What follows belongs to an exercise in optimizing a design on an open flow for small area; a production flow would make more cautious choices. In this exercise RTL edits were held to simulation tests only and were not proved equivalent to the original. No activity file was given, so power comes from the tool's default toggle rates.

<file path="flow/design.v">
module Systolic_Array_with_Controller(init,clk,A0,A1,A2,A3,A4,B0,B1,B2,B3,B4,
  A0_out,A1_out,A2_out,A3_out,A4_out,B0_out,B1_out,B2_out,B3_out,B4_out);
parameter N=16;
input [N-1:0] A0,A1,A2,A3,A4,B0,B1,B2,B3,B4;
output [N-1:0] A0_out,A1_out,A2_out,A3_out,A4_out,B0_out,B1_out,B2_out,B3_out,B4_out;
input init,clk;
reg [4:0] k;
always @(posedge clk) begin
  if (k == 5'd31) k <= init ? 5'd0 : 5'd31;
  else if (k >= 5'd21) k <= 5'd31;
  else k <= k + 5'd1;
end
wire [4:0] v;
assign v[0] = (k >= 5'd1) & (k <= 5'd14);
assign v[1] = (k >= 5'd2) & (k <= 5'd14);
assign v[2] = (k >= 5'd3) & (k <= 5'd14);
assign v[3] = (k >= 5'd4) & (k <= 5'd14);
assign v[4] = (k >= 5'd5) & (k <= 5'd14);
wire sh   = (k >= 5'd15) & (k <= 5'd17);    
wire ra_s = (k == 5'd14);                    
wire ra_3 = (k >= 5'd15) & (k <= 5'd18);    
wire rb   = ((k >= 5'd4) & (k <= 5'd13)) | ((k >= 5'd19) & (k <= 5'd21));
wire oa   = (k >= 5'd4) & (k <= 5'd13);     
wire oh   = (k >= 5'd14) & (k <= 5'd21);    
wire [5*N-1:0] Ain = {A4,A3,A2,A1,A0};
wire [5*N-1:0] Bin = {B4,B3,B2,B1,B0};
reg  [20*N-1:0] as;     
reg  [20*N-1:0] bs;     
reg  [5*N-1:0]  ao;
reg  [5*N-1:0]  bo;
reg  [25*N-1:0] accn;   
wire [25*N-1:0] acc = ~accn;
wire [25*N-1:0] sum;
genvar i, j;
generate
  for (i = 0; i < 5; i = i + 1) begin : row
    always @(posedge clk) begin
      as[(i*4+0)*N +: N] <= Ain[i*N +: N];
      as[(i*4+1)*N +: N] <= as[(i*4+0)*N +: N];
      as[(i*4+2)*N +: N] <= as[(i*4+1)*N +: N];
      as[(i*4+3)*N +: N] <= as[(i*4+2)*N +: N];
      ao[i*N +: N] <= ({N{oa}} & as[(i*4+3)*N +: N]) | ({N{oh}} & ao[i*N +: N]);
    end
  end
  for (j = 0; j < 5; j = j + 1) begin : col
    always @(posedge clk) begin
      bs[(0*5+j)*N +: N] <= Bin[j*N +: N];
      bs[(1*5+j)*N +: N] <= bs[(0*5+j)*N +: N];
      bs[(2*5+j)*N +: N] <= bs[(1*5+j)*N +: N];
      bs[(3*5+j)*N +: N] <= bs[(2*5+j)*N +: N];
      bo[j*N +: N] <= ({N{ra_s}} & sum[(4*5+j)*N +: N]) | ({N{ra_3}} & acc[(3*5+j)*N +: N])
                    | ({N{rb}} & bs[(3*5+j)*N +: N]);
    end
  end
  for (i = 0; i < 5; i = i + 1) begin : pr
    for (j = 0; j < 5; j = j + 1) begin : pc
      wire [N-1:0] a_op;
      wire [N-1:0] b_op;
      if (j < 4) begin : ai
        assign a_op = as[(i*4+j)*N +: N];
      end else begin : ao4
        assign a_op = ao[i*N +: N];
      end
      if (i < 4) begin : bi
        assign b_op = bs[(i*5+j)*N +: N];
      end else begin : bo4
        assign b_op = bo[j*N +: N];
      end
      wire en = v[(i > j) ? i : j];
      mac16 m (.a(a_op), .b(b_op), .c(acc[(i*5+j)*N +: N]), .y(sum[(i*5+j)*N +: N]));
      if (i >= 1 && i <= 3) begin : mid
        always @(posedge clk)
          accn[(i*5+j)*N +: N] <= ~(({N{en}} & sum[(i*5+j)*N +: N]) | ({N{sh}} & acc[((i-1)*5+j)*N +: N]));
      end else begin : rim
        always @(posedge clk)
          accn[(i*5+j)*N +: N] <= ~({N{en}} & sum[(i*5+j)*N +: N]);
      end
    end
  end
endgenerate
assign {A4_out,A3_out,A2_out,A1_out,A0_out} = ao;
assign {B4_out,B3_out,B2_out,B1_out,B0_out} = bo;
endmodule
module mac16(input [15:0] a, input [15:0] b, input [15:0] c, output [15:0] y);
  wire n1 = a[0] & b[0];
  wire n2 = a[1] & b[0];
  wire n3 = a[2] & b[0];
  wire n4 = a[3] & b[0];
  wire n5 = a[4] & b[0];
  wire n6 = a[5] & b[0];
  wire n7 = a[6] & b[0];
  wire n8 = a[7] & b[0];
  wire n9 = a[8] & b[0];
  wire n10 = a[9] & b[0];
  wire n11 = a[10] & b[0];
  wire n12 = a[11] & b[0];
  wire n13 = a[12] & b[0];
  wire n14 = a[13] & b[0];
  wire n15 = a[14] & b[0];
  wire n16 = a[15] & b[0];
  wire n17 = a[0] & b[1];
  wire n18 = a[1] & b[1];
  wire n19 = a[2] & b[1];
  wire n20 = a[3] & b[1];
  wire n21 = a[4] & b[1];
  wire n22 = a[5] & b[1];
  wire n23 = a[6] & b[1];
  wire n24 = a[7] & b[1];
  wire n25 = a[8] & b[1];
  wire n26 = a[9] & b[1];
  wire n27 = a[10] & b[1];
  wire n28 = a[11] & b[1];
  wire n29 = a[12] & b[1];
  wire n30 = a[13] & b[1];
  wire n31 = a[14] & b[1];
  wire n32 = a[0] & b[2];
  wire n33 = a[1] & b[2];
  wire n34 = a[2] & b[2];
  wire n35 = a[3] & b[2];
  wire n36 = a[4] & b[2];
  wire n37 = a[5] & b[2];
  wire n38 = a[6] & b[2];
  wire n39 = a[7] & b[2];
  wire n40 = a[8] & b[2];
  wire n41 = a[9] & b[2];
  wire n42 = a[10] & b[2];
  wire n43 = a[11] & b[2];
  wire n44 = a[12] & b[2];
  wire n45 = a[13] & b[2];
  wire n46 = a[0] & b[3];
  wire n47 = a[1] & b[3];
  wire n48 = a[2] & b[3];
  wire n49 = a[3] & b[3];
  wire n50 = a[4] & b[3];
  wire n51 = a[5] & b[3];
  wire n52 = a[6] & b[3];
  wire n53 = a[7] & b[3];
  wire n54 = a[8] & b[3];
  wire n55 = a[9] & b[3];
  wire n56 = a[10] & b[3];
  wire n57 = a[11] & b[3];
  wire n58 = a[12] & b[3];
  wire n59 = a[0] & b[4];
  wire n60 = a[1] & b[4];
  wire n61 = a[2] & b[4];
  wire n62 = a[3] & b[4];
  wire n63 = a[4] & b[4];
  wire n64 = a[5] & b[4];
  wire n65 = a[6] & b[4];
  wire n66 = a[7] & b[4];
  wire n67 = a[8] & b[4];
  wire n68 = a[9] & b[4];
  wire n69 = a[10] & b[4];
  wire n70 = a[11] & b[4];
  wire n71 = a[0] & b[5];
  wire n72 = a[1] & b[5];
  wire n73 = a[2] & b[5];
  wire n74 = a[3] & b[5];
  wire n75 = a[4] & b[5];
  wire n76 = a[5] & b[5];
  wire n77 = a[6] & b[5];
  wire n78 = a[7] & b[5];
  wire n79 = a[8] & b[5];
  wire n80 = a[9] & b[5];
  wire n81 = a[10] & b[5];
  wire n82 = a[0] & b[6];
  wire n83 = a[1] & b[6];
  wire n84 = a[2] & b[6];
  wire n85 = a[3] & b[6];
  wire n86 = a[4] & b[6];
  wire n87 = a[5] & b[6];
  wire n88 = a[6] & b[6];
  wire n89 = a[7] & b[6];
  wire n90 = a[8] & b[6];
  wire n91 = a[9] & b[6];
  wire n92 = a[0] & b[7];
  wire n93 = a[1] & b[7];
  wire n94 = a[2] & b[7];
  wire n95 = a[3] & b[7];
  wire n96 = a[4] & b[7];
  wire n97 = a[5] & b[7];
  wire n98 = a[6] & b[7];
  wire n99 = a[7] & b[7];
  wire n100 = a[8] & b[7];
  wire n101 = a[0] & b[8];
  wire n102 = a[1] & b[8];
  wire n103 = a[2] & b[8];
  wire n104 = a[3] & b[8];
  wire n105 = a[4] & b[8];
  wire n106 = a[5] & b[8];
  wire n107 = a[6] & b[8];
  wire n108 = a[7] & b[8];
  wire n109 = a[0] & b[9];
  wire n110 = a[1] & b[9];
  wire n111 = a[2] & b[9];
  wire n112 = a[3] & b[9];
  wire n113 = a[4] & b[9];
  wire n114 = a[5] & b[9];
  wire n115 = a[6] & b[9];
  wire n116 = a[0] & b[10];
  wire n117 = a[1] & b[10];
  wire n118 = a[2] & b[10];
  wire n119 = a[3] & b[10];
  wire n120 = a[4] & b[10];
  wire n121 = a[5] & b[10];
  wire n122 = a[0] & b[11];
  wire n123 = a[1] & b[11];
  wire n124 = a[2] & b[11];
  wire n125 = a[3] & b[11];
  wire n126 = a[4] & b[11];
  wire n127 = a[0] & b[12];
  wire n128 = a[1] & b[12];
  wire n129 = a[2] & b[12];
  wire n130 = a[3] & b[12];
  wire n131 = a[0] & b[13];
  wire n132 = a[1] & b[13];
  wire n133 = a[2] & b[13];
  wire n134 = a[0] & b[14];
  wire n135 = a[1] & b[14];
  wire n136 = a[0] & b[15];
  wire n137 = n13 ^ n28;
  wire n138 = n13 & n28;
  wire n139 = n14 ^ n29 ^ n43;
  wire n140 = (n14 & n29) | (n14 & n43) | (n29 & n43);
  wire n141 = n56 ^ n68;
  wire n142 = n56 & n68;
  wire n143 = n15 ^ n30 ^ n44;
  wire n144 = (n15 & n30) | (n15 & n44) | (n30 & n44);
  wire n145 = n57 ^ n69 ^ n80;
  wire n146 = (n57 & n69) | (n57 & n80) | (n69 & n80);
  wire n147 = n90 ^ n99;
  wire n148 = n90 & n99;
  wire n149 = n16 ^ n31 ^ n45;
  wire n150 = n58 ^ n70 ^ n81;
  wire n151 = n91 ^ n100 ^ n108;
  wire n152 = n115 ^ n121;
  wire n153 = n9 ^ n24;
  wire n154 = n9 & n24;
  wire n155 = n10 ^ n25 ^ n39;
  wire n156 = (n10 & n25) | (n10 & n39) | (n25 & n39);
  wire n157 = n52 ^ n64;
  wire n158 = n52 & n64;
  wire n159 = n11 ^ n26 ^ n40;
  wire n160 = (n11 & n26) | (n11 & n40) | (n26 & n40);
  wire n161 = n53 ^ n65 ^ n76;
  wire n162 = (n53 & n65) | (n53 & n76) | (n65 & n76);
  wire n163 = n86 ^ n95;
  wire n164 = n86 & n95;
  wire n165 = n12 ^ n27 ^ n41;
  wire n166 = (n12 & n27) | (n12 & n41) | (n27 & n41);
  wire n167 = n54 ^ n66 ^ n77;
  wire n168 = (n54 & n66) | (n54 & n77) | (n66 & n77);
  wire n169 = n87 ^ n96 ^ n104;
  wire n170 = (n87 & n96) | (n87 & n104) | (n96 & n104);
  wire n171 = n111 ^ n117;
  wire n172 = n111 & n117;
  wire n173 = n42 ^ n55 ^ n67;
  wire n174 = (n42 & n55) | (n42 & n67) | (n55 & n67);
  wire n175 = n78 ^ n88 ^ n97;
  wire n176 = (n78 & n88) | (n78 & n97) | (n88 & n97);
  wire n177 = n105 ^ n112 ^ n118;
  wire n178 = (n105 & n112) | (n105 & n118) | (n112 & n118);
  wire n179 = n123 ^ n127 ^ c[12];
  wire n180 = (n123 & n127) | (n123 & c[12]) | (n127 & c[12]);
  wire n181 = n79 ^ n89 ^ n98;
  wire n182 = (n79 & n89) | (n79 & n98) | (n89 & n98);
  wire n183 = n106 ^ n113 ^ n119;
  wire n184 = (n106 & n113) | (n106 & n119) | (n113 & n119);
  wire n185 = n124 ^ n128 ^ n131;
  wire n186 = (n124 & n128) | (n124 & n131) | (n128 & n131);
  wire n187 = c[13] ^ n139 ^ n141;
  wire n188 = (c[13] & n139) | (c[13] & n141) | (n139 & n141);
  wire n189 = n107 ^ n114 ^ n120;
  wire n190 = (n107 & n114) | (n107 & n120) | (n114 & n120);
  wire n191 = n125 ^ n129 ^ n132;
  wire n192 = (n125 & n129) | (n125 & n132) | (n129 & n132);
  wire n193 = n134 ^ c[14] ^ n143;
  wire n194 = (n134 & c[14]) | (n134 & n143) | (c[14] & n143);
  wire n195 = n145 ^ n147 ^ n140;
  wire n196 = (n145 & n147) | (n145 & n140) | (n147 & n140);
  wire n197 = n126 ^ n130 ^ n133;
  wire n198 = n135 ^ n136 ^ c[15];
  wire n199 = n149 ^ n150 ^ n151;
  wire n200 = n152 ^ n144 ^ n146;
  wire n201 = n6 ^ n21;
  wire n202 = n6 & n21;
  wire n203 = n7 ^ n22 ^ n36;
  wire n204 = (n7 & n22) | (n7 & n36) | (n22 & n36);
  wire n205 = n49 ^ n61;
  wire n206 = n49 & n61;
  wire n207 = n8 ^ n23 ^ n37;
  wire n208 = (n8 & n23) | (n8 & n37) | (n23 & n37);
  wire n209 = n50 ^ n62 ^ n73;
  wire n210 = (n50 & n62) | (n50 & n73) | (n62 & n73);
  wire n211 = n83 ^ n92;
  wire n212 = n83 & n92;
  wire n213 = n38 ^ n51 ^ n63;
  wire n214 = (n38 & n51) | (n38 & n63) | (n51 & n63);
  wire n215 = n74 ^ n84 ^ n93;
  wire n216 = (n74 & n84) | (n74 & n93) | (n84 & n93);
  wire n217 = n101 ^ c[8] ^ n153;
  wire n218 = (n101 & c[8]) | (n101 & n153) | (c[8] & n153);
  wire n219 = n75 ^ n85 ^ n94;
  wire n220 = (n75 & n85) | (n75 & n94) | (n85 & n94);
  wire n221 = n102 ^ n109 ^ c[9];
  wire n222 = (n102 & n109) | (n102 & c[9]) | (n109 & c[9]);
  wire n223 = n155 ^ n157 ^ n154;
  wire n224 = (n155 & n157) | (n155 & n154) | (n157 & n154);
  wire n225 = n103 ^ n110 ^ n116;
  wire n226 = (n103 & n110) | (n103 & n116) | (n110 & n116);
  wire n227 = c[10] ^ n159 ^ n161;
  wire n228 = (c[10] & n159) | (c[10] & n161) | (n159 & n161);
  wire n229 = n163 ^ n156 ^ n158;
  wire n230 = (n163 & n156) | (n163 & n158) | (n156 & n158);
  wire n231 = n122 ^ c[11] ^ n165;
  wire n232 = (n122 & c[11]) | (n122 & n165) | (c[11] & n165);
  wire n233 = n167 ^ n169 ^ n171;
  wire n234 = (n167 & n169) | (n167 & n171) | (n169 & n171);
  wire n235 = n160 ^ n162 ^ n164;
  wire n236 = (n160 & n162) | (n160 & n164) | (n162 & n164);
  wire n237 = n137 ^ n173 ^ n175;
  wire n238 = (n137 & n173) | (n137 & n175) | (n173 & n175);
  wire n239 = n177 ^ n179 ^ n166;
  wire n240 = (n177 & n179) | (n177 & n166) | (n179 & n166);
  wire n241 = n168 ^ n170 ^ n172;
  wire n242 = (n168 & n170) | (n168 & n172) | (n170 & n172);
  wire n243 = n138 ^ n181 ^ n183;
  wire n244 = (n138 & n181) | (n138 & n183) | (n181 & n183);
  wire n245 = n185 ^ n187 ^ n174;
  wire n246 = (n185 & n187) | (n185 & n174) | (n187 & n174);
  wire n247 = n176 ^ n178 ^ n180;
  wire n248 = (n176 & n178) | (n176 & n180) | (n178 & n180);
  wire n249 = n142 ^ n189 ^ n191;
  wire n250 = (n142 & n189) | (n142 & n191) | (n189 & n191);
  wire n251 = n193 ^ n195 ^ n182;
  wire n252 = (n193 & n195) | (n193 & n182) | (n195 & n182);
  wire n253 = n184 ^ n186 ^ n188;
  wire n254 = (n184 & n186) | (n184 & n188) | (n186 & n188);
  wire n255 = n148 ^ n197 ^ n198;
  wire n256 = n199 ^ n200 ^ n190;
  wire n257 = n192 ^ n194 ^ n196;
  wire n258 = n4 ^ n19;
  wire n259 = n4 & n19;
  wire n260 = n5 ^ n20 ^ n34;
  wire n261 = (n5 & n20) | (n5 & n34) | (n20 & n34);
  wire n262 = n47 ^ n59;
  wire n263 = n47 & n59;
  wire n264 = n35 ^ n48 ^ n60;
  wire n265 = (n35 & n48) | (n35 & n60) | (n48 & n60);
  wire n266 = n71 ^ c[5] ^ n201;
  wire n267 = (n71 & c[5]) | (n71 & n201) | (c[5] & n201);
  wire n268 = n72 ^ n82 ^ c[6];
  wire n269 = (n72 & n82) | (n72 & c[6]) | (n82 & c[6]);
  wire n270 = n203 ^ n205 ^ n202;
  wire n271 = (n203 & n205) | (n203 & n202) | (n205 & n202);
  wire n272 = c[7] ^ n207 ^ n209;
  wire n273 = (c[7] & n207) | (c[7] & n209) | (n207 & n209);
  wire n274 = n211 ^ n204 ^ n206;
  wire n275 = (n211 & n204) | (n211 & n206) | (n204 & n206);
  wire n276 = n213 ^ n215 ^ n217;
  wire n277 = (n213 & n215) | (n213 & n217) | (n215 & n217);
  wire n278 = n208 ^ n210 ^ n212;
  wire n279 = (n208 & n210) | (n208 & n212) | (n210 & n212);
  wire n280 = n219 ^ n221 ^ n223;
  wire n281 = (n219 & n221) | (n219 & n223) | (n221 & n223);
  wire n282 = n214 ^ n216 ^ n218;
  wire n283 = (n214 & n216) | (n214 & n218) | (n216 & n218);
  wire n284 = n225 ^ n227 ^ n229;
  wire n285 = (n225 & n227) | (n225 & n229) | (n227 & n229);
  wire n286 = n220 ^ n222 ^ n224;
  wire n287 = (n220 & n222) | (n220 & n224) | (n222 & n224);
  wire n288 = n231 ^ n233 ^ n235;
  wire n289 = (n231 & n233) | (n231 & n235) | (n233 & n235);
  wire n290 = n226 ^ n228 ^ n230;
  wire n291 = (n226 & n228) | (n226 & n230) | (n228 & n230);
  wire n292 = n237 ^ n239 ^ n241;
  wire n293 = (n237 & n239) | (n237 & n241) | (n239 & n241);
  wire n294 = n232 ^ n234 ^ n236;
  wire n295 = (n232 & n234) | (n232 & n236) | (n234 & n236);
  wire n296 = n243 ^ n245 ^ n247;
  wire n297 = (n243 & n245) | (n243 & n247) | (n245 & n247);
  wire n298 = n238 ^ n240 ^ n242;
  wire n299 = (n238 & n240) | (n238 & n242) | (n240 & n242);
  wire n300 = n249 ^ n251 ^ n253;
  wire n301 = (n249 & n251) | (n249 & n253) | (n251 & n253);
  wire n302 = n244 ^ n246 ^ n248;
  wire n303 = (n244 & n246) | (n244 & n248) | (n246 & n248);
  wire n304 = n255 ^ n256 ^ n257;
  wire n305 = n250 ^ n252 ^ n254;
  wire n306 = n3 ^ n18;
  wire n307 = n3 & n18;
  wire n308 = n33 ^ n46 ^ c[3];
  wire n309 = (n33 & n46) | (n33 & c[3]) | (n46 & c[3]);
  wire n310 = c[4] ^ n260 ^ n262;
  wire n311 = (c[4] & n260) | (c[4] & n262) | (n260 & n262);
  wire n312 = n264 ^ n266 ^ n261;
  wire n313 = (n264 & n266) | (n264 & n261) | (n266 & n261);
  wire n314 = n268 ^ n270 ^ n265;
  wire n315 = (n268 & n270) | (n268 & n265) | (n270 & n265);
  wire n316 = n272 ^ n274 ^ n269;
  wire n317 = (n272 & n274) | (n272 & n269) | (n274 & n269);
  wire n318 = n276 ^ n278 ^ n273;
  wire n319 = (n276 & n278) | (n276 & n273) | (n278 & n273);
  wire n320 = n280 ^ n282 ^ n277;
  wire n321 = (n280 & n282) | (n280 & n277) | (n282 & n277);
  wire n322 = n284 ^ n286 ^ n281;
  wire n323 = (n284 & n286) | (n284 & n281) | (n286 & n281);
  wire n324 = n288 ^ n290 ^ n285;
  wire n325 = (n288 & n290) | (n288 & n285) | (n290 & n285);
  wire n326 = n292 ^ n294 ^ n289;
  wire n327 = (n292 & n294) | (n292 & n289) | (n294 & n289);
  wire n328 = n296 ^ n298 ^ n293;
  wire n329 = (n296 & n298) | (n296 & n293) | (n298 & n293);
  wire n330 = n300 ^ n302 ^ n297;
  wire n331 = (n300 & n302) | (n300 & n297) | (n302 & n297);
  wire n332 = n304 ^ n305 ^ n301;
  wire n333 = n2 ^ n17;
  wire n334 = n2 & n17;
  wire n335 = n32 ^ c[2] ^ n306;
  wire n336 = (n32 & c[2]) | (n32 & n306) | (c[2] & n306);
  wire n337 = n258 ^ n308 ^ n307;
  wire n338 = (n258 & n308) | (n258 & n307) | (n308 & n307);
  wire n339 = n259 ^ n310 ^ n309;
  wire n340 = (n259 & n310) | (n259 & n309) | (n310 & n309);
  wire n341 = n263 ^ n312 ^ n311;
  wire n342 = (n263 & n312) | (n263 & n311) | (n312 & n311);
  wire n343 = n267 ^ n314 ^ n313;
  wire n344 = (n267 & n314) | (n267 & n313) | (n314 & n313);
  wire n345 = n271 ^ n316 ^ n315;
  wire n346 = (n271 & n316) | (n271 & n315) | (n316 & n315);
  wire n347 = n275 ^ n318 ^ n317;
  wire n348 = (n275 & n318) | (n275 & n317) | (n318 & n317);
  wire n349 = n279 ^ n320 ^ n319;
  wire n350 = (n279 & n320) | (n279 & n319) | (n320 & n319);
  wire n351 = n283 ^ n322 ^ n321;
  wire n352 = (n283 & n322) | (n283 & n321) | (n322 & n321);
  wire n353 = n287 ^ n324 ^ n323;
  wire n354 = (n287 & n324) | (n287 & n323) | (n324 & n323);
  wire n355 = n291 ^ n326 ^ n325;
  wire n356 = (n291 & n326) | (n291 & n325) | (n326 & n325);
  wire n357 = n295 ^ n328 ^ n327;
  wire n358 = (n295 & n328) | (n295 & n327) | (n328 & n327);
  wire n359 = n299 ^ n330 ^ n329;
  wire n360 = (n299 & n330) | (n299 & n329) | (n330 & n329);
  wire n361 = n303 ^ n332 ^ n331;
  wire n362 = n1 ^ c[0];
  wire n363 = n1 & c[0];
  wire n364 = c[1] ^ n333 ^ n363;
  wire n365 = (c[1] & n333) | (c[1] & n363) | (n333 & n363);
  wire n366 = n335 ^ n334 ^ n365;
  wire n367 = (n335 & n334) | (n335 & n365) | (n334 & n365);
  wire n368 = n337 ^ n336 ^ n367;
  wire n369 = (n337 & n336) | (n337 & n367) | (n336 & n367);
  wire n370 = n339 ^ n338 ^ n369;
  wire n371 = (n339 & n338) | (n339 & n369) | (n338 & n369);
  wire n372 = n341 ^ n340 ^ n371;
  wire n373 = (n341 & n340) | (n341 & n371) | (n340 & n371);
  wire n374 = n343 ^ n342 ^ n373;
  wire n375 = (n343 & n342) | (n343 & n373) | (n342 & n373);
  wire n376 = n345 ^ n344 ^ n375;
  wire n377 = (n345 & n344) | (n345 & n375) | (n344 & n375);
  wire n378 = n347 ^ n346 ^ n377;
  wire n379 = (n347 & n346) | (n347 & n377) | (n346 & n377);
  wire n380 = n349 ^ n348 ^ n379;
  wire n381 = (n349 & n348) | (n349 & n379) | (n348 & n379);
  wire n382 = n351 ^ n350 ^ n381;
  wire n383 = (n351 & n350) | (n351 & n381) | (n350 & n381);
  wire n384 = n353 ^ n352 ^ n383;
  wire n385 = (n353 & n352) | (n353 & n383) | (n352 & n383);
  wire n386 = n355 ^ n354 ^ n385;
  wire n387 = (n355 & n354) | (n355 & n385) | (n354 & n385);
  wire n388 = n357 ^ n356 ^ n387;
  wire n389 = (n357 & n356) | (n357 & n387) | (n356 & n387);
  wire n390 = n359 ^ n358 ^ n389;
  wire n391 = (n359 & n358) | (n359 & n389) | (n358 & n389);
  wire n392 = n361 ^ n360 ^ n391;
  assign y = {n392, n390, n388, n386, n384, n382, n380, n378, n376, n374, n372, n370, n368, n366, n364, n362};
endmodule
</file>
<file path="flow/flow/run.sh">
#!/bin/bash
# Standard ORFS layout with these changes:
#  - between synthesis and floorplan, three rounds of: polopt.py re-chooses the polarity of
#    full adders and simple gates to drop needless inverters, then remap.ys re-maps the logic
#    around the adders and flip-flops with ABC (registers untouched);
#  - port buffers are buf_1 cells;
#  - the clock tree uses clkbuf_8 with sink clusters of 12 and no dummy loads.
# Each tool's output goes to a log file of its own in this folder.
set -euo pipefail
W=$(pwd)
R=$W/orfs/results/${FLOW_PLATFORM}/Systolic_Array_with_Controller/base
LIB=$FLOW_HOME/platforms/${FLOW_PLATFORM}/lib/sky130_fd_sc_hd__tt_025C_1v80.lib
YOSYS=$FLOW_HOME/../tools/install/yosys/bin/yosys
export BUFFER_PORTS_ARGS="-buffer_cell sky130_fd_sc_hd__buf_1"
export CTS_ARGS="-sink_clustering_enable -repair_clock_nets -dont_use_dummy_load -buf_list sky130_fd_sc_hd__clkbuf_8 -sink_clustering_size 12 -sink_clustering_max_diameter 60"
bash standard.sh synth > "$W/log_synth.txt" 2>&1
cp "$R/1_2_yosys.v" "$W/net_0.v"
for i in 1 2 3; do
  python3 "$W/flow/polopt.py" "$W/net_$((i-1)).v" "$W/net_${i}_polopt.v" > "$W/log_polopt_$i.txt" 2>&1
  sed -e "s#LIB#$LIB#g" -e "s#IN#$W/net_${i}_polopt.v#" -e "s#OUT#$W/net_$i.v#" \
      -e "s#TOP#$FLOW_TOP#g" "$W/flow/remap.ys" > "$W/remap_$i.ys"
  "$YOSYS" -s "$W/remap_$i.ys" > "$W/log_remap_$i.txt" 2>&1
done
cp "$W/net_3.v" "$R/1_2_yosys.v"
touch "$R/1_2_yosys.v"
bash standard.sh finish > "$W/log_layout.txt" 2>&1
</file>
<file path="flow/flow/polopt.py">
#!/usr/bin/env python3
"""Polarity optimisation of a Yosys-written sky130hd gate netlist.

Full adders are self-dual: FA(~a,~b,~c) = (~sum, ~cout).  Yosys' extract_fa picks each
adder's polarity on its own, which leaves inverters between adders.  This pass chooses, for
every fa_1, whether it works on true or complemented signals; re-types 2-input AND/OR-type
gates (and2 nand2 or2 nor2 and2b nor2b nand2b or2b), xor/xnor gates and half adders so that
they take their inputs at whatever polarity is at hand and give the output polarity that is
wanted; and drops the inverters this makes needless.  Registers and all other cells are kept.

usage: polopt.py in.v out.v
"""
import re
import sys
import math
import random
from collections import defaultdict

OUTPINS = {"X", "Y", "Q", "Q_N", "SUM", "COUT", "HI", "LO"}
INV = 3.7536
A_AND = 6.256
A_NAND = 3.7536
A_XOR = 8.7584
A_HA = 12.5120

cell_re = re.compile(r"^\s*(sky130_fd_sc_hd__\w+)\s+(\S+)\s*\((.*?)\);", re.S | re.M)
pin_re = re.compile(r"\.(\w+)\(\s*((?:\\\S+)|[^()\s]+(?:\s*\[[^\]]*\])?)\s*\)")

# 2-input and-type gates: (pin1, pin2, out, inv1, inv2, invout): out = (p1^i1 & p2^i2) ^ io
ANDTYPE = {
    "and2_1": ("A", "B", "X", 0, 0, 0),
    "nand2_1": ("A", "B", "Y", 0, 0, 1),
    "or2_1": ("A", "B", "X", 1, 1, 1),
    "nor2_1": ("A", "B", "Y", 1, 1, 0),
    "and2b_1": ("A_N", "B", "X", 1, 0, 0),
    "nor2b_1": ("A", "B_N", "Y", 1, 0, 0),
    "nand2b_1": ("A_N", "B", "Y", 1, 0, 1),
    "or2b_1": ("B_N", "A", "X", 1, 0, 1),
}


def and_cell(i1, i2, io):
    """cheapest cell for out = (x1^i1 & x2^i2) ^ io: (type, cost, pins for x1, x2, out)"""
    if (i1, i2) == (0, 0):
        return ("nand2_1", A_NAND, "A", "B", "Y") if io else ("and2_1", A_AND, "A", "B", "X")
    if (i1, i2) == (1, 1):
        return ("or2_1", A_AND, "A", "B", "X") if io else ("nor2_1", A_NAND, "A", "B", "Y")
    if (i1, i2) == (1, 0):
        return ("nand2b_1", A_AND, "A_N", "B", "Y") if io else ("nor2b_1", A_AND, "A", "B_N", "Y")
    return ("nand2b_1", A_AND, "B", "A_N", "Y") if io else ("nor2b_1", A_AND, "B_N", "A", "Y")


def main(inp, outp):
    text = open(inp).read()
    first = text.index("sky130_fd_sc_hd__")
    first = text.rfind("\n", 0, first) + 1
    endm = text.rindex("endmodule")
    header, body, footer = text[:first], text[first:endm], text[endm:]
    cells = []
    pos = 0
    rest = []
    for m in cell_re.finditer(body):
        gap = body[pos:m.start()]
        if gap.strip():
            rest.append(gap)
        pos = m.end()
        typ = m.group(1)[len("sky130_fd_sc_hd__"):]
        pins = [(p, n.strip()) for p, n in pin_re.findall(m.group(3))]
        cells.append([typ, m.group(2), pins])
    if body[pos:].strip():
        rest.append(body[pos:])
    for r in rest:
        if not re.fullmatch(r"(\s*assign\s[^;]*;)*\s*", r):
            raise SystemExit("polopt: cannot parse: " + r.strip()[:200])

    ports = set()
    for m in re.finditer(r"^\s*(input|output)\s+(\[[^\]]*\])?\s*(\S+);", header, re.M):
        name = m.group(3)
        if m.group(2):
            hi, lo = [int(x) for x in m.group(2)[1:-1].split(":")]
            for b in range(min(hi, lo), max(hi, lo) + 1):
                ports.add(f"{name}[{b}]")
        else:
            ports.add(name)

    # nets named in assign statements keep their polarity, like ports
    widths = {}
    for m in re.finditer(r"^\s*(?:wire|input|output|reg)\s+(?:\[(\d+):(\d+)\]\s*)?(\\\S+|[\w$]+)\s*;", header, re.M):
        if m.group(1) is not None:
            widths[m.group(3)] = (int(m.group(1)), int(m.group(2)))

    def expand(term):
        term = term.strip()
        m = re.match(r"^(\\\S+|[\w$]+)\s*\[(\d+):(\d+)\]$", term)
        if m:
            a, b = int(m.group(2)), int(m.group(3))
            return [f"{m.group(1)}[{i}]" for i in range(min(a, b), max(a, b) + 1)]
        m = re.match(r"^(\\\S+|[\w$]+)\s*\[(\d+)\]$", term)
        if m:
            return [f"{m.group(1)}[{m.group(2)}]"]
        if term in widths:
            a, b = widths[term]
            return [f"{term}[{i}]" for i in range(min(a, b), max(a, b) + 1)]
        return [term]

    for r in rest:
        for m in re.finditer(r"assign\s+(.*?)\s*=\s*(.*?);", r, re.S):
            for side in (m.group(1), m.group(2)):
                side = side.strip()
                if side.startswith("{"):
                    side = side[1:-1]
                for term in re.split(r",(?![^\[]*\])", side):
                    for n in expand(term):
                        ports.add(n)

    driver = {}
    for ci, (typ, name, pins) in enumerate(cells):
        for p, n in pins:
            if p in OUTPINS:
                driver[n] = (ci, p)

    inv = set()
    for ci, (typ, name, pins) in enumerate(cells):
        if typ in ("inv_1", "inv_2", "clkinv_1") and dict(pins)["Y"] not in ports:
            inv.add(ci)

    def root(n):
        par = 0
        while n in driver and driver[n][0] in inv:
            n = dict(cells[driver[n][0]][2])["A"]
            par ^= 1
        return n, par

    # kinds: FA (var = flip), AND (var = out flip), XOR (var = out flip), HA (vars on sum/cout)
    kind = {}
    for ci, (typ, name, pins) in enumerate(cells):
        if ci in inv:
            continue
        if typ == "fa_1":
            kind[ci] = "fa"
        elif typ in ANDTYPE:
            kind[ci] = "and"
        elif typ in ("xor2_1", "xnor2_1"):
            kind[ci] = "xor"
        elif typ == "ha_1":
            kind[ci] = "ha"
    # a cell that drives a port keeps its output polarity (the port net keeps its name)
    fixedout = set()
    for n in ports:
        if n in driver and driver[n][0] in kind:
            fixedout.add(driver[n][0])

    # output-net variable: provided polarity of each root net relative to its original signal
    prov = defaultdict(int)
    # per-cell data
    ins = {}      # ci -> list of (pin, root, par)
    for ci, (typ, name, pins) in enumerate(cells):
        if ci in inv:
            continue
        ins[ci] = [(p,) + root(n) for p, n in pins if p not in OUTPINS]
    outs = {ci: [(p, n) for p, n in cells[ci][2] if p in OUTPINS] for ci in ins}

    # consumers of each root: (ci, pin, par); ci None for a port
    cons = defaultdict(list)
    for ci in ins:
        for p, r, par in ins[ci]:
            cons[r].append((ci, p, par))
    for n in ports:
        if n in driver:
            r, par = root(n)
            if r != n or True:
                cons[r].append((None, None, par))

    fa_flip = {ci: 0 for ci, k in kind.items() if k == "fa"}

    def need(ci, par):
        if ci is None:
            return par
        k = kind.get(ci)
        if k == "fa":
            return par ^ fa_flip[ci]
        if k in ("and", "xor", "ha"):
            return None
        return par

    def root_cost(r):
        pv = prov[r]
        for ci, p, par in cons[r]:
            q = need(ci, par)
            if q is not None and q != pv:
                return INV
        return 0.0

    def in_inv(ci, p, r, par):
        # inversion a cell input must apply, relative to the cell's original input net
        return par ^ prov[r]

    def cell_cost(ci):
        k = kind.get(ci)
        typ = cells[ci][0]
        if k == "and":
            p1, p2, po, i1, i2, io = ANDTYPE[typ]
            d = {p: (r, par) for p, r, par in ins[ci]}
            (r1, a1), (r2, a2) = d[p1], d[p2]
            out_n = dict(outs[ci])[po]
            return and_cell(i1 ^ a1 ^ prov[r1], i2 ^ a2 ^ prov[r2], io ^ prov[out_n])[1]
        if k == "ha":
            d = {p: (r, par) for p, r, par in ins[ci]}
            o = dict(outs[ci])
            a = d["A"][1] ^ prov[d["A"][0]]
            b = d["B"][1] ^ prov[d["B"][0]]
            if a == 0 and b == 0 and prov[o["COUT"]] == 0 and prov[o["SUM"]] == 0:
                return A_HA
            return A_XOR + and_cell(a, b, prov[o["COUT"]])[1]
        return 0.0

    # variables: list of (name, cells whose output polarity flips together)
    var_out = {}   # var id -> list of output root nets
    var_kind = {}
    for ci, k in kind.items():
        if ci in fixedout:
            continue
        if k == "fa":
            var_out[("fa", ci)] = [n for p, n in outs[ci]]
            var_kind[("fa", ci)] = ci
        elif k in ("and", "xor"):
            var_out[("o", ci)] = [n for p, n in outs[ci]]
        elif k == "ha":
            for p, n in outs[ci]:
                var_out[("o", ci, p)] = [n]

    def affected(v):
        rs = set(var_out[v])
        cs = set()
        if v[0] == "fa":
            ci = v[1]
            rs |= {r for p, r, par in ins[ci]}
        for r in var_out[v]:
            for ci, p, par in cons[r]:
                if ci is not None and kind.get(ci) in ("and", "ha"):
                    cs.add(ci)
        return rs, cs

    aff = {v: affected(v) for v in var_out}

    def local(v):
        rs, cs = aff[v]
        c = sum(root_cost(r) for r in rs) + sum(cell_cost(ci) for ci in cs)
        if v[0] == "o":
            c += cell_cost(v[1])
        return c

    def flip(v):
        for n in var_out[v]:
            prov[n] ^= 1
        if v[0] == "fa":
            fa_flip[v[1]] ^= 1

    def total():
        return sum(root_cost(r) for r in list(cons.keys())) + sum(cell_cost(ci) for ci in kind)

    start = total()
    vars_ = list(var_out.keys())
    rnd = random.Random(1)
    # neighbours for compound moves: vars whose outputs feed an FA
    feeders = defaultdict(list)
    for v in vars_:
        if v[0] == "fa":
            for p, r, par in ins[v[1]]:
                for w in (("o", driver[r][0]) if r in driver else None,
                          ("fa", driver[r][0]) if r in driver else None,
                          ("o", driver[r][0], driver[r][1]) if r in driver else None):
                    if w in var_out:
                        feeders[v].append(w)
    T = 2.0
    cur = start
    for it in range(60):
        rnd.shuffle(vars_)
        changed = 0
        for v in vars_:
            grp = [v]
            before = local(v)
            flip(v)
            after = local(v)
            d = after - before
            # compound: also re-choose the feeders of a flipped FA
            if v[0] == "fa":
                for w in feeders[v]:
                    b2 = local(w)
                    flip(w)
                    a2 = local(w)
                    if a2 < b2 - 1e-9:
                        d += a2 - b2
                        grp.append(w)
                    else:
                        flip(w)
            if d < -1e-9 or (T > 0.05 and rnd.random() < math.exp(-d / T) and d > 0):
                cur += d
                changed += 1
            else:
                for w in reversed(grp):
                    flip(w)
        T *= 0.85
        if T < 0.05 and changed == 0:
            break
    # final greedy polish
    for _ in range(10):
        ch = 0
        for v in vars_:
            b = local(v)
            flip(v)
            if local(v) < b - 1e-9:
                ch += 1
            else:
                flip(v)
        if not ch:
            break
    end = total()
    print(f"polopt: polarity-dependent area {start:.1f} -> {end:.1f}", file=sys.stderr)

    # rebuild
    newwires = []
    invnet = {}
    out_cells = []

    def comp(r):
        if r not in invnet:
            nm = f"_polinv{len(invnet)}_"
            invnet[r] = nm
            newwires.append(nm)
            out_cells.append(("inv_1", f"_polinvc{len(invnet)}_", [("A", r), ("Y", nm)]))
        return invnet[r]

    def pick(r, want):
        return r if prov[r] == want else comp(r)

    for ci, (typ, name, pins) in enumerate(cells):
        if ci in inv:
            continue
        k = kind.get(ci)
        o = dict(outs[ci])
        d = {p: (r, par) for p, r, par in ins[ci]}
        if k == "and":
            p1, p2, po, i1, i2, io = ANDTYPE[typ]
            (r1, a1), (r2, a2) = d[p1], d[p2]
            t, c, q1, q2, qo = and_cell(i1 ^ a1 ^ prov[r1], i2 ^ a2 ^ prov[r2], io ^ prov[o[po]])
            out_cells.append((t, name, [(q1, r1), (q2, r2), (qo, o[po])]))
            continue
        if k == "xor":
            (ra, aa), (rb, ab) = d["A"], d["B"]
            po = "X" if "X" in o else "Y"
            x = (1 if typ.startswith("xnor") else 0) ^ aa ^ prov[ra] ^ ab ^ prov[rb] ^ prov[o[po]]
            out_cells.append(("xnor2_1", name, [("A", ra), ("B", rb), ("Y", o[po])]) if x else
                             ("xor2_1", name, [("A", ra), ("B", rb), ("X", o[po])]))
            continue
        if k == "ha":
            (ra, aa), (rb, ab) = d["A"], d["B"]
            a = aa ^ prov[ra]
            b = ab ^ prov[rb]
            if a == 0 and b == 0 and prov[o["COUT"]] == 0 and prov[o["SUM"]] == 0:
                out_cells.append(("ha_1", name, [("A", ra), ("B", rb), ("COUT", o["COUT"]), ("SUM", o["SUM"])]))
            else:
                x = a ^ b ^ prov[o["SUM"]]
                out_cells.append(("xnor2_1", name + "_s", [("A", ra), ("B", rb), ("Y", o["SUM"])]) if x else
                                 ("xor2_1", name + "_s", [("A", ra), ("B", rb), ("X", o["SUM"])]))
                t, c, q1, q2, qo = and_cell(a, b, prov[o["COUT"]])
                out_cells.append((t, name + "_c", [(q1, ra), (q2, rb), (qo, o["COUT"])]))
            continue
        newpins = []
        for p, n in pins:
            if p in OUTPINS:
                newpins.append((p, n))
            else:
                r, par = root(n)
                newpins.append((p, pick(r, need(ci, par))))
        out_cells.append((typ, name, newpins))
    # ports driven through absorbed inverters keep their polarity via root consumers: a port
    # net that was the output of an absorbed inverter must still be driven
    for n in ports:
        if n in driver and driver[n][0] in inv:
            raise SystemExit("polopt: port driven by absorbed inverter")

    lines = [header.rstrip("\n") + "\n"]
    for w in newwires:
        lines.append(f"  wire {w};\n")
    for typ, name, pins in out_cells:
        conn = ",\n".join(f"    .{p}({n}{' ' if n.startswith(chr(92)) else ''})" for p, n in pins)
        lines.append(f"  sky130_fd_sc_hd__{typ} {name} (\n{conn}\n  );\n")
    for r in rest:
        lines.append(r)
    lines.append(footer)
    open(outp, "w").write("".join(lines))
    cnt = defaultdict(int)
    for typ, _, _ in out_cells:
        cnt[typ] += 1
    print("polopt: " + " ".join(f"{k} {v}" for k, v in sorted(cnt.items()) if v > 50), file=sys.stderr)


if __name__ == "__main__":
    main(sys.argv[1], sys.argv[2])
</file>
<file path="flow/flow/remap.ys">
# Re-map the logic around the full adders, half adders and flip-flops (kept as they are)
# after polopt.py has fixed the adders' polarities, so inverters fold into other gates.
read_liberty -ignore_miss_func LIB
read_verilog -sv IN
hierarchy -top TOP
setattr -mod -set keep_hierarchy 1 sky130_fd_sc_hd__fa_1 sky130_fd_sc_hd__ha_1 sky130_fd_sc_hd__dfxtp_1
flatten
rename -hide w:*.*
opt_clean -purge
abc -liberty LIB -dont_use *lpflow* -dont_use *probe* -dont_use *clk* -D 10000
opt_clean -purge
splitnets
opt_clean -purge
insbuf -buf sky130_fd_sc_hd__buf_1 A X
opt_clean -purge
select -module TOP
write_verilog -noattr -noexpr -selected OUT
</file>
<file path="flow/standard.sh">
#!/bin/bash
# synth_recipe.tcl (not shown) runs the flow's synth.tcl, then flattens the netlist and writes it again
# the make line also repeats each setting of config.mk as NAME=value (left out here)
make -C /OpenROAD-flow-scripts/flow DESIGN_CONFIG=/design/flow/config.mk WORK_HOME=/design/flow/orfs CLKGATE_MAP_FILE= SYNTH_SCRIPT=/design/flow/synth_recipe.tcl "${@:-finish}"
</file>
<file path="flow/config.mk">
export PLATFORM = sky130hd
export DESIGN_NAME = Systolic_Array_with_Controller
export DESIGN_NICKNAME = Systolic_Array_with_Controller
export VERILOG_FILES = /design/flow/design.v
export SDC_FILE = /design/flow/constraint.sdc
export NUM_CORES = 4
export LEC_CHECK = 0
export CAP_MARGIN = 20
export CORE_MARGIN = 2
export CORE_UTILIZATION = 40
export SLEW_MARGIN = 20
</file>
<file path="flow/constraint.sdc">
create_clock -name core_clock -period 10.0 [get_ports {clk}]
set_input_delay 2.0000 -clock core_clock [delete_from_list [all_inputs] [get_ports {clk}]]
set_output_delay 2.0000 -clock core_clock [all_outputs]
set_load 0.01 [all_outputs]
</file>
==> notes.md, run 1 <==
synth warn 1; post-place setup slack 979.3 ps; Setup CP Type flop to flop; R2R Setup Slk 900 ps; RR Endpoint accn[159]; Max Clk Rate 0.1099 GHz; Reg area 0.02412 mm^2; HP Start as[15]; vias in the first global route 84520; worst hold endpoint as[31]; Avg WL per Cell 24.03 um; starting density of the core 0.4010; GRT Total Usage 0.2463; Worst Hold Class flop to flop; layout filler cell count 24830; area of the multi-input gates 0.08152 mm^2; vias per inst 5.659; setup TNS 0 ps; status finished clean; Critical Path Sink Type flop; RSZ-0062 raised after global routing no; clock latency on the worst-skew pair 980 ps; Cell Area, Placed 0.1131 mm^2; largest net degree at the start of global routing 130; Crit path largest cell delay 870 ps; most common cell after layout, fill and taps aside nand2_1; layout cells sized above 1 0.04007; maximum net fanout on the critical path 23; core area 0.2644 mm^2; final instance area 0.1154 mm^2; worst clock skew 93.13 ps; I/O pins 322; first-pass GRT wire length 514600 um; post_cts resized 0; final HPWL from detailed placement 246800 um; grt ovf 0; CTS H-Tree Depth 4; Slew @ Worst Pin 1049 ps; crit-path leading delay family adder cells; Hold Fails Final Rpt 0; TritonCTS clock tree yes; Clock Pin Slew Worst Setup and Hold Paths 80 ps; Hold Path Cell Cnt 0; drt first-iter violations 6117; syn nets 12070; WP buf/inv 0; crit path launch type flop; CP dominant cell by count fa_1; Routed Antenna Nets 0; peak supply drop 264.4 uV; Vias 76100; fin. max-slew vios 0; full die area 0.2692 mm^2; commonest cells after routing, fill and taps aside nand2_1 (3136), fa_1 (2625), dfxtp_1 (1205); Syn Std Cell Area 0.1060 mm^2; Pre-Repair DR Iteration Count 6; Post-Route WL 323200 um; Max-slew headroom 0.3006; crit share post-route 0.9099; die height 518.8 um; max_cap viols 0; worst r2r src bs[144]; Arr. time, crit path 9980 ps; Die W 518.8 um; buffer depth of the longest clock path 4; area grow syn2layout 8.892%; CP Launch Point bs[144]; syn avg cell area 11.43 um^2; r2r worst-path depth 23; initial antenna violation count 15; post-CTS setup buffer count 0; leakage 35.38 nW; hold_buf cts 0; Crit-path slowest cell dfxtp_1; Final WS setup 901.2 ps; CP required 10880 ps; setup violators final 0; CTS Buf Count 167; input/output buffers 321; CP Cell Sequence nand2_1, or2_0, fa_1, fa_1, fa_1, fa_1, fa_1, fa_1, fa_1, fa_1, fa_1, fa_1, fa_1, fa_1, fa_1, fa_1, xnor2_1, xnor2_1, xnor2_1, xnor2_1, xnor2_1, o21a_1, a21oi_1; fin nets 12710; Post-route DRC 0; clk root buf clkbuf_8; Cells after Synth 9275; Final GP Congestion 0.9253; clock sinks 1205; floorplan row count 189; pwr dens 321.3 mW/mm^2; Final min period 9099 ps
layer usage:
metal,vias to the layer above,global-route usage,part of all wire
met3,792,0.04617,0.083
met5,-,0,0.00027
met1,40020,0.3263,0.39
met4,14,0.09290,0.043
met2,3815,0.4017,0.48
li1,31460,-,-
metrics by stage:
| step | hold WS, ps | power [mW] | instances | utilization |
|---|---|---|---|---|
| 3_5_place_dp | 360.9 | 33.97 | 13270 | 0.4278 |
| 6_report | 364.9 | 37.10 | 13450 | 0.4367 |
| 2_1_floorplan | 330.6 | 26.50 | 9275 | - |
| 4_1_cts | 353.4 | 37.68 | 13440 | 0.4365 |
| 3_3_place_gp | 356.1 | 33.57 | 13270 | 0.4278 |
| 5_1_grt | 350.2 | 41.08 | 13450 | 0.4367 |
cell type report:
| type | instances | area share |
|---|---|---|
| Timing Repair Buffer | 536 | 0.02470 |
| Clock buffer | 167 | 0.01991 |
| Inverter | 59 | 0.001918 |
| Multi-Input combinational cell | 7941 | 0.7061 |
| Tap cell | 3533 | 0.03829 |
| Sequential cell | 1205 | 0.2090 |
| Antenna cell | 6 | 0.0001301 |
worst reg2reg max path, cell delays in order, from the launching register on:
cell and delay [ps]:
dfxtp_1 870, nand2_1 180, or2_0 290, fa_1 440, fa_1 480, fa_1 480
fa_1 480, fa_1 480, fa_1 480, fa_1 460, fa_1 470, fa_1 460
fa_1 460, fa_1 480, fa_1 470, fa_1 460, fa_1 440, xnor2_1 230
xnor2_1 170, xnor2_1 160, xnor2_1 160, xnor2_1 110, o21a_1 170, a21oi_1 120
registers in the layout, summed over array words and instances (netlist names):
register  cells
accn        400
as          320
bs          320
ao           80
bo           80
k             5
report_power, final:
group	internal, mW	total, mW	switching [mW]
Sequential	5.70	7.49	1.79
Combinational	12.6	26.3	13.7
Clock	1.47	3.33	1.86
Total	19.8	37.1	17.3
worst max-delay path by stage:
stage	end	slack, ps	cells after the start
6_report	accn[159]	900	23
5_1_grt	accn[159]	430	23
4_1_cts	accn[319]	900	23
3_5_place_dp	accn[191]	980	23
3_3_place_gp	accn[159]	1090	23
2_1_floorplan	accn[127]	1590	23
==> run 2, diff against run 1 <==
==> flow/flow/run.sh (replaced) <==
#!/bin/bash
# Standard ORFS layout with these changes:
#  - between synthesis and floorplan, polopt.py re-chooses the polarity of full adders and
#    simple gates in the synthesized netlist to drop needless inverters, and remap.ys then
#    re-maps the logic around the adders and flip-flops with ABC (registers untouched);
#  - port buffers are buf_1 cells;
#  - the clock tree uses clkbuf_8 with sink clusters of 12 and no dummy loads.
# Each tool's output goes to a log file of its own in this folder.
set -euo pipefail
W=$(pwd)
R=$W/orfs/results/${FLOW_PLATFORM}/Systolic_Array_with_Controller/base
LIB=$FLOW_HOME/platforms/${FLOW_PLATFORM}/lib/sky130_fd_sc_hd__tt_025C_1v80.lib
YOSYS=$FLOW_HOME/../tools/install/yosys/bin/yosys
export BUFFER_PORTS_ARGS="-buffer_cell sky130_fd_sc_hd__buf_1"
export CTS_ARGS="-sink_clustering_enable -repair_clock_nets -dont_use_dummy_load -buf_list sky130_fd_sc_hd__clkbuf_8 -sink_clustering_size 12 -sink_clustering_max_diameter 60"
bash standard.sh synth > "$W/log_synth.txt" 2>&1
cp "$R/1_2_yosys.v" "$W/1_2_yosys.standard.v"
python3 "$W/flow/polopt.py" "$W/1_2_yosys.standard.v" "$W/1_2_yosys.polopt.v" > "$W/log_polopt.txt" 2>&1
sed -e "s#LIB#$LIB#g" -e "s#IN#$W/1_2_yosys.polopt.v#" -e "s#OUT#$W/1_2_yosys.remap.v#" \
    -e "s#TOP#$FLOW_TOP#g" "$W/flow/remap.ys" > "$W/remap_run.ys"
"$YOSYS" -s "$W/remap_run.ys" > "$W/log_remap.txt" 2>&1
cp "$W/1_2_yosys.remap.v" "$R/1_2_yosys.v"
touch "$R/1_2_yosys.v"
bash standard.sh finish > "$W/log_layout.txt" 2>&1
==> run 2 against run 1 <==
Compared with the run above: non-clock buffer count is 40 lower; global-route usage is 0.086 points lower; via count is 0.19% higher; largest cell class unchanged; critical endpoint is now accn[303]; clock skew is 16 ps higher; setup slack worse by 100 ps.
==> notes.md, run 2 <==
vias per inst 5.650; Arr. time, crit path 10070 ps; Setup CP Type flop to flop; CP dominant cell by count fa_1; status finished clean; power after layout 29.36 mW; core area 0.2646 mm^2; worst clock skew 109.0 ps; Worst Hold Class flop to flop; syn nets 12180; max_cap viols 0; CP required 10870 ps; hold slack 348.8 ps; biggest regs accn: 400 flops, as: 320 flops, bs: 320 flops; Crit path largest cell delay 910 ps; buffer depth of the longest clock path 4; Clock Pin Slew Worst Setup and Hold Paths 100 ps; final HPWL from detailed placement 244600 um; post-place setup slack 915.2 ps; starting density of the core 0.4016; die height 519.4 um; syn avg cell area 11.34 um^2; commonest cells after routing, fill and taps aside nand2_1 (3120), fa_1 (2625), dfxtp_1 (1205); drt first-iter violations 6327; Final WS setup 799.4 ps; layout filler cell count 24690; leakage 34.72 nW; TritonCTS clock tree yes; fin nets 12770; Pre-Repair DR Iteration Count 6; Vias 76250; initial antenna violation count 15; synth warn 1; GR Util met1 0.3225; Hold Fails Final Rpt 0; CTS H-Tree Depth 4; post_cts resized 0; setup TNS 0 ps; Post-Route WL 324100 um; Cell Area, Placed 0.1130 mm^2; clock latency on the worst-skew pair 1000 ps; clk root buf clkbuf_8; Avg WL per Cell 24.01 um; layout cells sized above 1 0.03535; Largest register FFs 400; Post-route DRC 0; final instance area 0.1153 mm^2; Max Clk Rate 0.1087 GHz; grt ovf 0; GR Layer Usage met3 0.04531; CP Cell Sequence nand2_1, or2_0, fa_1, fa_1, fa_1, fa_1, fa_1, fa_1, fa_1, fa_1, fa_1, fa_1, fa_1, fa_1, fa_1, fa_1, xor2_1, xnor2_1, xnor2_1, xnor2_1, xnor2_1, o21a_1, a21oi_1; crit path launch type flop; hold_buf cts 0; first-pass GRT wire length 513300 um; WP buf/inv 0; Critical Path Sink Type flop; fin. max-slew vios 0; floorplan row count 189; vias in the first global route 84750; I/O pins 322; Die W 519.4 um; Max-slew headroom 0.2851; full die area 0.2698 mm^2; clock sinks 1205; peak supply drop 209.6 uV; maximum net fanout on the critical path 20; pwr dens 254.7 mW/mm^2; Final GP Congestion 0.9018; Final min period 9201 ps; Largest Register accn; largest net degree at the start of global routing 149; GRT Total Usage 0.2454; crit share post-route 0.9201; area grow syn2layout 8.491%; GRT busiest layer met2; CTS Buf Count 162; crit-path leading delay family adder cells; Cells after Synth 9369; Syn Std Cell Area 0.1063 mm^2; input/output buffers 321; RSZ-0062 raised after global routing no; Crit-path slowest cell dfxtp_1; most common cell after layout, fill and taps aside nand2_1; Slew @ Worst Pin 1072 ps; setup violators final 0; Routed Antenna Nets 0; post-CTS setup buffer count 0; M2 GR Usage 0.4021
==> run 2: final timing paths <==
check / slack [ps] / cells past startpoint / startpoint / endpoint
min: 350 / 0 / as[15] / as[31]
min reg2reg: 350 / 0 / as[15] / as[31]
max: 800 / 23 / as[240] / accn[303]
max reg2reg: 800 / 23 / as[240] / accn[303]
==> run 2: routing by layer <==
layer | up-vias | wire length, um
met5 | - | 86
met4 | 14 | 14000
met3 | 815 | 27690
met2 | 4022 | 156300
met1 | 39850 | 125900
li1 | 31540 | -
==> run 2: area by class of cell <==
type / count / area [um^2] / area share
Inverter: 120 / 450.4 / 0.003907
Multi-Input combinational cell: 7974 / 81520 / 0.7071
Sequential cell: 1205 / 24120 / 0.2092
Tap cell: 3533 / 4420 / 0.03834
Clock buffer: 162 / 2230 / 0.01934
Antenna cell: 5 / 12.51 / 0.0001085
Timing Repair Buffer: 496 / 2531 / 0.02196
==> run 2: where the power goes <==
part	switching, mW	internal, mW
logic	9.99	9.29
registers	1.40	5.42
clock network	1.82	1.43
==> run 2: metrics by stage <==
stage                     instances    util
after CTS                     13490  0.4356
after global routing          13490  0.4357
after global placement        13330  0.4272
final                         13500  0.4357
after detailed placement      13330  0.4272
after floorplan                9369       -
==> run 2: worst reg2reg max path, stage by stage (launching register included) <==
cell and delay (ps):
dfxtp_1 910, nand2_1 180, or2_0 300, fa_1 430, fa_1 470, fa_1 490, fa_1 460, fa_1 480
fa_1 470, fa_1 480, fa_1 480, fa_1 470, fa_1 460, fa_1 460, fa_1 480, fa_1 470
fa_1 450, xor2_1 190, xnor2_1 190, xnor2_1 160, xnor2_1 160, xnor2_1 120, o21a_1 200, a21oi_1 130

[port drivers added, routing unchanged]
In the flow no input, the clock included, has a driving cell. The finished layouts below were timed again as built, in two steps. Step 1 assumes that a clkbuf_16 drives the clock port and a buf_2 every other input. Step 2 times the ports against the registers' clock, not the clock port: input delays grow and output delays shrink by t, the midpoint of the rising clock arrivals with the driver on. Three values: ideal ports, drivers, drivers and shift; two values: the first two.
| run | t (ns) | setup WS [ns] | worst hold slack (ns) | pins driven straight from the clock port |
|---|---|---|---|---|
| run 1 | 1.018 | 0.901 / 0.901 / 0.901 | 0.365 / 0.365 / 0.365 | 1 |
| run 2 | 1.042 | 0.799 / 0.799 / 0.799 | 0.349 / 0.349 / 0.349 | 1 |
After both steps every run listed still meets setup and hold.
